What follows belongs to an exercise in optimizing a design on an open flow for small area; a production flow would make more cautious choices. In this exercise RTL edits were held to simulation tests only and were not proved equivalent to the original. Power figures rest on the tool's default switching activity, not on a simulated workload.

## dso100fb
module dso100fb (
    input         CLK,
    input         RST_N,
    input  [31:0] PADDR,
    input         PENABLE,
    output [31:0] PRDATA,
    output        PREADY,
    output        PSLVERR,
    input         PSEL,
    input  [31:0] PWDATA,
    input         PWRITE,
    output [71:0] MCMD_TDATA,
    input         MCMD_TREADY,
    output        MCMD_TVALID,
    input   [7:0] MSTS_TDATA,
    output        MSTS_TREADY,
    input         MSTS_TVALID,
    input  [31:0] MDATA_TDATA,
    output        MDATA_TREADY,
    input         MDATA_TVALID,
    output [31:0] VID_DATA,
    output        VID_DE,
    output        VID_HSYNC,
    output        VID_VSYNC,
    output        INTR,
    output        LCD_ENABLE,
    output        BL_ENABLE,
    output        OVERLAY_EN,
    input         OVERLAY_VALID,
    input  [31:0] OVERLAY_DATA,
    output        OVERLAY_SYNC,
    output        VID_RST_N
);
    wire start, stop, started, stopped;
    wire [1:0] state;
  ...
Size: roughly 4,800 cells after synthesis, roughly 1,400 flip-flops, roughly 0.055 sq mm of cells after synthesis.
export LEC_CHECK = 0
export CAP_MARGIN = 20
export CORE_MARGIN = 2
export CORE_UTILIZATION = 60
export CTS_BUF_LIST = sky130_fd_sc_hd__clkbuf_8
export CTS_CLUSTER_DIAMETER = 70
export CTS_CLUSTER_SIZE = 15
export PLACE_DENSITY = 0.75
export SLEW_MARGIN = 20
create_clock -name core_clock -period 10.0 [get_ports {CLK}]
standard.sh (not shown) runs the stock make flow with config.mk's settings and CLKGATE_MAP_FILE= SYNTH_SCRIPT=/design/flow/synth_recipe.tcl, a recipe that flattens the netlist after the stock synthesis.
==> flow/flow/run.sh <==
#!/bin/bash
set -euo pipefail
export BUFFER_PORTS_ARGS="-buffer_cell sky130_fd_sc_hd__buf_1"
bash standard.sh finish > standard_flow.log 2>&1
The starting point finished with timing, DRC and antenna clean.
==> next run, changes <==
--- a/flow/design.v
+++ b/flow/design.v
@@ -193,13 +193,12 @@
     input             CLK,
     input             RD_RST_N,
     input             RD,
     output reg        RD_EMPTY,
     output reg        RD_VALID,
     input             RD_GATE,
-    input             RD_DE,
     output     [31:0] RD_DATA,
     input             WR_RST_N,
     input             WR,
     output reg        WR_FULL,
     input      [31:0] WR_DATA
 );
@@ -249,34 +248,25 @@
     wire [4:0] wslot = wbin[4:0] + 5'd1;
     genvar p;
     generate
         for(p = 0; p < 32; p = p + 1)
         begin : slot
             wire sel = (wslot == p);
-            wire we_lo = WR & ~WR_FULL & sel;
-            wire hold_lo = ~(WR & ~WR_FULL2 & sel);
-            wire we_hi = WR & ~WR_FULL2 & sel;
-            wire hold_hi = ~(WR & ~WR_FULL & sel);
+            wire we = WR & ~WR_FULL & sel;
+            wire hold = ~(WR & ~WR_FULL2 & sel);
             always @ (posedge CLK)
-            begin
-                mem[p][15:0] <= (WR_DATA[15:0] & {16{we_lo}}) | (mem[p][15:0] & {16{hold_lo}});
-                mem[p][31:16] <= (WR_DATA[31:16] & {16{we_hi}}) | (mem[p][31:16] & {16{hold_hi}});
-            end
+                mem[p] <= (WR_DATA & {32{we}}) | (mem[p] & {32{hold}});
         end
     endgenerate
-    wire rd_valid_hi = rv1 && RD_DE;
     reg [31:0] rdata;
     integer k;
     always @*
     begin
         rdata = 32'b0;
         for(k = 0; k < 32; k = k + 1)
-        begin
-            rdata[15:0] = rdata[15:0] | (mem[k][15:0] & {16{RD_VALID && rbin[4:0] == k}});
-            rdata[31:16] = rdata[31:16] | (mem[k][31:16] & {16{rd_valid_hi && rbin[4:0] == k}});
-        end
+            rdata = rdata | (mem[k] & {32{RD_VALID && rbin[4:0] == k}});
     end
     assign RD_DATA = rdata;
 endmodule
 module dso100fb_sync (
     input        CLK,
     input        RST_N,
@@ -665,13 +655,12 @@
         .CLK(CLK),
         .RD_RST_N(vid_rst_n),
         .RD(video_fetch),
         .RD_EMPTY(video_empty),
         .RD_VALID(video_valid),
         .RD_GATE(de_next),
-        .RD_DE(de),
         .RD_DATA(video_pixel),
         .WR_RST_N(RST_N),
         .WR(MDATA_TVALID),
         .WR_FULL(fifo_full),
         .WR_DATA(MDATA_TDATA)
     );
=> Clock power stays flat; register-to-register slack degrades by 0.51 ns; worst hold slack improves by 0.049 ns; clock skew goes up by 0.0078 ns; final cell count goes down by 1.3%.

-- static timing again, ports no longer ideal --
How much do the figures lean on ideal ports? The routed layouts below were timed once more, with nothing changed but the port constraints. Step 1 assumes that a clkbuf_16 drives the clock port and a buf_2 every other input. Step 2 times the ports against the registers' clock, not the clock port: input delays grow and output delays shrink by t, the midpoint of the rising clock arrivals with the driver on. Slacks: ideal / step 1 / step 2; pairs: ideal / step 1.
run	t, ns	setup slack, ns	clock arrival spread, ns
the first run	0.926	3.273 / 3.273 / 3.273	0.065 / 0.065
the second run	0.894	2.765 / 2.765 / 2.765	0.076 / 0.076
After both steps every run listed still meets setup and hold.
